This design comes from an exercise in tuning for small area, a short achievable clock period and few clock cycles on the open sky130 flow, not from production work. Function was checked by simulation only, so behaviour that the tests miss may differ from the original. Power and IR drop assume default switching activity.

--- flow/design.v ---
module rle (
	clk,
	nreset,
	start,
	message_addr,
	message_size,
	rle_addr,
	rle_size,
	done,
	port_A_data_in,
	port_A_data_out,
	port_A_addr,
	port_A_we
	);
input         clk;
input         nreset;
input         start;
input  [31:0] message_addr;
input  [31:0] message_size;
input  [31:0] rle_addr;
input  [31:0] port_A_data_out;
output [31:0] port_A_data_in;
output [15:0] port_A_addr;
output        port_A_we;
output [31:0] rle_size;
output        done;
reg        run;       
reg        done_r;
reg        we;        
reg [13:0] ra;        
reg [13:0] wa;        
reg [31:0] wdata;
reg        half;      
reg [14:0] ntok;      
reg [12:0] wl;        
reg        lastw;     
reg        first;     
reg [7:0]  prev;      
reg [7:0]  cnt;       
reg [2:0]  p;         
reg        dvalid;    
reg        off;       
reg        hp;        
reg        fcyc;      
assign port_A_we      = we;
assign port_A_addr    = {(we ? wa : ra), 2'b00};
assign port_A_data_in = wdata;
assign rle_size       = {16'd0, ntok, 1'b0};
assign done           = done_r;
wire [7:0] b0 = port_A_data_out[7:0];
wire [7:0] b1 = port_A_data_out[15:8];
wire [7:0] b2 = port_A_data_out[23:16];
wire [7:0] b3 = port_A_data_out[31:24];
wire [1:0] lp = message_size[1:0];
wire [2:0] E = (lastw && lp != 2'd0) ? {1'b0, lp} : 3'd4;
wire [3:0] brk;
assign brk[0] = !first && (b0 != prev);
assign brk[1] = (b1 != b0);
assign brk[2] = (b2 != b1);
assign brk[3] = (b3 != b2);
reg [4:0] m;
integer i;
always @* begin
	for (i = 0; i < 4; i = i + 1)
		m[i] = (i >= p) && ((i < E && brk[i]) || (lastw && i == E));
	m[4] = lastw && (E == 3'd4);
end
reg [2:0] q1, q2;
reg       n0, n1;
always @* begin
	casez (m)
		5'b????1: q1 = 3'd0;
		5'b???10: q1 = 3'd1;
		5'b??100: q1 = 3'd2;
		5'b?1000: q1 = 3'd3;
		default:  q1 = 3'd4;
	endcase
	casez (m)
		5'b???11: q2 = 3'd1;
		5'b??101, 5'b??110: q2 = 3'd2;
		5'b?1001, 5'b?1010, 5'b?1100: q2 = 3'd3;
		default:  q2 = 3'd4;
	endcase
	n0 = (m == 5'd0);
	n1 = (m == 5'b00001) || (m == 5'b00010) || (m == 5'b00100) ||
	     (m == 5'b01000) || (m == 5'b10000);
end
wire n2 = !n0 && !n1 && (q2 == 3'd4 || (m >> (q2 + 3'd1)) == 5'd0);
wire [2:0] delta = n0 ? (E - p) : (q1 - p);
wire [8:0] sum   = {1'b0, cnt} + {6'd0, delta};
wire       ovf   = sum[8];
reg [7:0] pval;    
always @*
	case (p[1:0])
		2'd0: pval = b0;
		2'd1: pval = b1;
		2'd2: pval = b2;
		default: pval = b3;
	endcase
reg [7:0] qval;    
always @*
	case (q1)
		3'd0: qval = prev;
		3'd1: qval = b0;
		3'd2: qval = b1;
		3'd3: qval = b2;
		default: qval = b3;
	endcase
wire act   = run && dvalid;
wire emit  = act && (!n0 || ovf);
wire flush = act && !ovf && lastw && (q1 == E);
wire fin   = act && !lastw && (ovf ? n0 : (n0 || n1));
wire [15:0] tok = ovf ? {pval, 8'd255} : {qval, sum[7:0]};
wire nextlast = (lp == 2'd0) ? (wl == 13'd2) : (wl == 13'd1);
wire rd      = !we;
wire dvalid_n = rd ? (!dvalid || off == fin) : (dvalid && !fin);
wire hp_n    = fin ? fcyc : hp;
wire pred_n  = (act && !fin) ? (n2 && !ovf && !lastw) :
               fin ? (fcyc && !nextlast) : (hp && !lastw);
wire off_n   = dvalid_n && pred_n;
always @(posedge clk) begin
	if (!nreset) begin
		run    <= 1'b0;
		done_r <= 1'b0;
		we     <= 1'b0;
	end else if (start) begin
		run    <= 1'b1;
		done_r <= 1'b0;
		we     <= 1'b0;
		ra     <= message_addr[15:2];
		wa     <= rle_addr[15:2];
		half   <= 1'b0;
		ntok   <= 15'd0;
		wl     <= message_size[14:2];
		lastw  <= (message_size[1:0] == 2'd0) ? (message_size[14:2] == 13'd1)
		                                      : (message_size[14:2] == 13'd0);
		first  <= 1'b1;
		cnt    <= 8'd0;
		p      <= 3'd0;
		dvalid <= 1'b0;
		off    <= 1'b0;
		hp     <= 1'b1;
		fcyc   <= 1'b1;
	end else begin
		if (we)
			wa <= wa + 14'd1;
		we <= 1'b0;
		if (run) begin
			dvalid <= dvalid_n;
			off    <= off_n;
			hp     <= hp_n;
			case ({fin, off_n, off})
				3'b001:                 ra <= ra - 14'd1;
				3'b010, 3'b100, 3'b111: ra <= ra + 14'd1;
				default: ;
			endcase
			if (emit) begin
				ntok <= ntok + 15'd1;
				if (half) begin
					wdata[31:16] <= tok;
					we <= 1'b1;
				end else
					wdata[15:0] <= tok;
				half <= !half;
			end
			if (flush) begin
				we     <= 1'b1;
				run    <= 1'b0;
				done_r <= 1'b1;
			end
			if (act) begin
				fcyc <= fin;
				if (fin) begin
					p     <= 3'd0;
					prev  <= b3;
					first <= 1'b0;
					wl    <= wl - 13'd1;
					lastw <= nextlast;
				end else if (ovf)
					p <= q1;
				else
					p <= q2;
				if (ovf)
					cnt <= {5'd0, sum[2:0] + 3'd1};
				else if (n0)
					cnt <= sum[7:0];
				else if (n1)
					cnt <= {5'd0, E - q1};
				else
					cnt <= {5'd0, q2 - q1};
			end
		end
	end
end
endmodule
--- flow/run.sh ---
#!/bin/bash
# synth_recipe.tcl (not shown) runs the flow's synth.tcl, then flattens the netlist and writes it again
# the make line also repeats each setting of config.mk as NAME=value (left out here)
make -C /OpenROAD-flow-scripts/flow DESIGN_CONFIG=/design/flow/config.mk WORK_HOME=/design/flow/orfs CLKGATE_MAP_FILE= SYNTH_SCRIPT=/design/flow/synth_recipe.tcl finish
--- flow/config.mk ---
export PLATFORM = sky130hd
export DESIGN_NAME = rle
export DESIGN_NICKNAME = rle
export VERILOG_FILES = /design/flow/design.v
export SDC_FILE = /design/flow/constraint.sdc
export NUM_CORES = 4
export LEC_CHECK = 0
export CAP_MARGIN = 20
export CORE_MARGIN = 2
export CORE_UTILIZATION = 40
export SLEW_MARGIN = 20
--- flow/constraint.sdc ---
create_clock -name core_clock -period 6.0 [get_ports {clk}]
set_input_delay 1.2000 -clock core_clock [delete_from_list [all_inputs] [get_ports {clk}]]
set_output_delay 1.2000 -clock core_clock [all_outputs]
set_load 0.01 [all_outputs]
==> results.py <==
metrics = {
    "status": {
        "outcome": "finished with violations",
        "violatedChecks": "setup timing",
    },
    "cells_and_area": {
        "final_core_util": 0.608,
        "diodes": 0,
        "layout-drive-gt1-share": 0.317,
        "nNetsFinal": 1219,
        "syn_to_final_growth_pct": 50.2,
        "final_cells": 1336,
    },
    "route": {
        "wl_per_cell_microns": 17.9,
        "drtIter0Drc": 503,
        "ant_nets": 0,
        "detail_route.first_pass.iterations": 5,
        "num_vias": 7049,
        "wirelength_microns": 24000,
        "viasPerCell": 5.28,
        "drc": 0,
    },
    "timing": {
        "tightest_slew_ns": 0.987,
        "timing.final.hold_violations": 0,
        "fin_ws_ns": -1.46,
        "min_period_ns": 7.46,
        "maxSlewViolCount": 0,
        "finClkSkew_ns": 0.00876,
        "rsz0062_at_grt": "yes",
        "fin_crit_sh": 1.24,
        "finalSetupViolCount": 13,
        "relSlewSlack": 0.342,
        "clock.fmax_mhz": 134,
    },
    "synthesis": {
        "muxShareOfSynthArea": 0.0489,
        "synthCells": 752,
        "synth-adder-area-share": 0.0542,
        "yosysWarnings": 1,
        "syn_avg_cell_area_sq_um": 10.4,
        "ys_seq_area_frac": 0.447,
        "synth_compound_area_frac": 0.147,
        "synth_area_sq_um": 7800,
        "synth_top_family_by_area": "simple AND/OR/NAND/NOR gates",
        "synthSimpleGateAreaFrac": 0.161,
        "synth_flop_cell": "edfxtp_1",
        "synth_cell_type_count": 83,
        "synthArstFlopShare": 0,
        "synth_xor_area_frac": 0.0999,
        "ys_ff_latch": 117,
        "synth_edf_count": 114,
    },
    "worst_setup_path": {
        "end_kind": "register",
        "cp_data_arrival_time_ns": 7.72,
        "cp_slowest_cell": "fa_2",
        "worstSetupStartpointType": "input pin",
        "cp_max_fo": 5,
        "path_class": "input pin to register",
        "crit_path_max_incr_delay_ns": 0.40,
        "rr_startpoint": "lastw",
        "crit_path_frequent_cell": "buf_6",
        "cp.required_ns": 6.26,
        "critPathLaunch": "port_A_data_out[18]",
    },
    "grt": {
        "antenna_found_initial": 0,
        "grt.total_usage": 0.230,
        "grt.overflow.total": 0,
        "grt_pass1_wl_microns": 36300,
        "grt_max_degree": 57,
        "grt_pass1_vias": 7132,
    },
    "floorplan": {
        "ios": 213,
        "initial_core_util": 0.405,
        "core_sq_um": 19300,
        "die-area_sq_um": 20600,
        "die_x_microns": 144,
        "rows": 51,
        "die_h_microns": 144,
    },
    "power": {
        "powerDensity_nw_per_um2": 234,
        "ir_worst_vdd_mv": 0.223,
        "leakagePower_nw": 4.47,
    },
    "clock_tree": {
        "cts_buffers": 17,
        "htree_levels": 4,
        "insertion_delay_ns": 0.43,
        "path_clk_slew_ns": 0.06,
        "cts_max_path_buffers": 2,
        "cts.sinks": 117,
        "cts_tree": "done",
        "root_buffer": "clkbuf_16",
    },
    "worst_hold_path": {
        "hp-start": "done_r",
        "worstHoldPathType": "register to register",
    },
    "job": {
        "drv_cap": 0,
    },
    "placed_design": {
        "gp_congestion": 0.902,
        "hpwl_microns": 16900,
        "io_buffers": 140,
        "placed_cells": 1254,
    },
}
cells in the mapped netlist (6+ instances only):
cell      count  share of area
and3_1        9         0.0072
ha_1         25          0.040
inv_1        17         0.0082
and2_1        6         0.0048
nor4_1        6         0.0048
or3_1         7         0.0056
edfxtp_1    114           0.44
mux2_2       17          0.025
a222oi_1      8          0.010
nand2_1      85          0.041
nand4_1       6         0.0048
o21ai_1       9         0.0058
mux4_2        8          0.023
o21ai_0      52          0.033
nand3_1      29          0.019
nor3_1       12         0.0077
o21a_1        6         0.0058
buf_4        19          0.018
clkbuf_1     22          0.011
xor2_1       44          0.049
a21o_1       11          0.011
nor2_1       65          0.031
a21oi_1      21          0.013
xnor2_1      45          0.051
per-layer routing:
layer,share of wire,global-route usage,vias up
li1,-,-,3358
met1,0.41,0.270,3388
met3,0.050,0.0497,63
met2,0.51,0.406,240
met4,0.031,0.0980,0
met5,0,0,-
kinds of logic after synthesis:
logic type,Yosys count
AO/OA/AOI/OAI,166
XOR/XNOR,89
adder cells (fa/ha/maj),31
buffers and inverters,65
flip-flops,117
multiplexers,26
other,1
AND/OR/NAND/NOR,257
worst paths after layout:
| kind | to | slack, ns | depth (start not counted) |
|---|---|---|---|
| max | ra[13] | -1.46 | 37 |
| min | done_r | 0.48 | 1 |
| max reg2reg | ra[13] | -0.76 | 34 |
| min reg2reg | done_r | 0.48 | 1 |
stage by stage:
step / total power [mW] / hold WS [ns] / setup TNS [ns] / instance area, sq um / worst slack, ns
floorplan: 1.39 / 0.476 / -9.73 / 7960 / -1.42
global placement: 1.69 / 0.476 / -23.76 / 10500 / -1.91
detailed placement: 1.70 / 0.476 / -26.65 / 10500 / -2.07
CTS: 2.71 / 0.490 / -10.82 / 11500 / -1.20
global route: 2.87 / 0.499 / -15.88 / 11700 / -1.80
finish: 2.75 / 0.478 / -11.61 / 11700 / -1.46
state kept, by name, indices dropped and copies added (netlist names):
signal and count:
wdata 32, wa 14, p 3, wl 13, half 1, ntok 15, off 1, first 1
we 1, hp 1, done_r 1, dvalid 1, cnt 8, ra 14, run 1, lastw 1
prev 8, fcyc 1
power by group:
| group | internal [mW] | switching [mW] | total (mW) |
|---|---|---|---|
| logic | 0.425 | 0.392 | 0.817 |
| registers | 0.961 | 0.0362 | 0.997 |
| clock network | 0.526 | 0.405 | 0.931 |
| total | 1.91 | 0.834 | 2.75 |
worst max-delay path: cells and delay by family:
| kind | cells | cell delay (ns) |
|---|---|---|
| AO/OA/AOI/OAI | 13 | 2.10 |
| AND/OR/NAND/NOR | 8 | 1.50 |
| adder cells (fa/ha/maj) | 5 | 1.45 |
| buffers and inverters | 7 | 0.91 |
| XOR/XNOR | 4 | 0.54 |
repair_timing:
item | 4_1_cts | 5_1_grt
pin swaps | 37 | 57
endpoints found under the setup margin | 27 | 20
buffers inserted | 46 | 20
hold buffers | 0 | 0
gates cloned | 0 | 0
resized for setup | 120 | 61
cell type report:
cell class              instances  area (sq um)
flip-flops and latches        117          3480
multi-input cells             588          4550
clock inverters                15           105
repair buffers                317          2750
fillers                      1645          7560
well taps                     265           332
clock buffers                  17           425
inverters                      17          63.8
cell usage in the layout (no fill, tap or decap), types with 8 or more instances in the layout:
cell type,count
buf_4,163
edfxtp_1,114
clkdlybuf4s50_1,105
nand2_1,84
nor2_1,62
o21ai_0,44
xnor2_1,38
xor2_1,29
nand3_1,28
conb_1,19
ha_1,18
inv_1,17
mux2_2,17
clkbuf_16,17
xor2_2,14
a21oi_1,14
buf_6,14
o21ai_1,13
dlygate4sd2_1,12
buf_2,12
a21o_1,11
nor3_1,10
and3_1,8
a222oi_1,8
mux4_2,8
Testbench counts, summed over its fixed seeds: cycles 30,011.

-- port drivers added, routing unchanged --
In the flow no input, the clock included, has a driving cell. The finished layout below was timed again as built, in two steps.
Step 1 sets driving cells, clkbuf_16 on the clock port and buf_2 on the other inputs (assumed; they add their load-dependent delay and slew).
Step 2 times the ports against the registers' clock, not the clock port: input delays grow and output delays shrink by t, the midpoint of the rising clock arrivals with the driver on.
a / b / c = ideal ports / drivers / drivers and shift; a / b = the first two.
t (ns): 0.463
setup slack, ns: -1.460 / -1.454 / -1.917
worst setup path at the end: input to register
clock arrival spread, ns: 0.011 / 0.011
worst register clock-pin slew, ns: 0.06 / 0.06
The setup slack of this run moves by +0.006 ns with the drivers and by -0.457 ns with both steps.
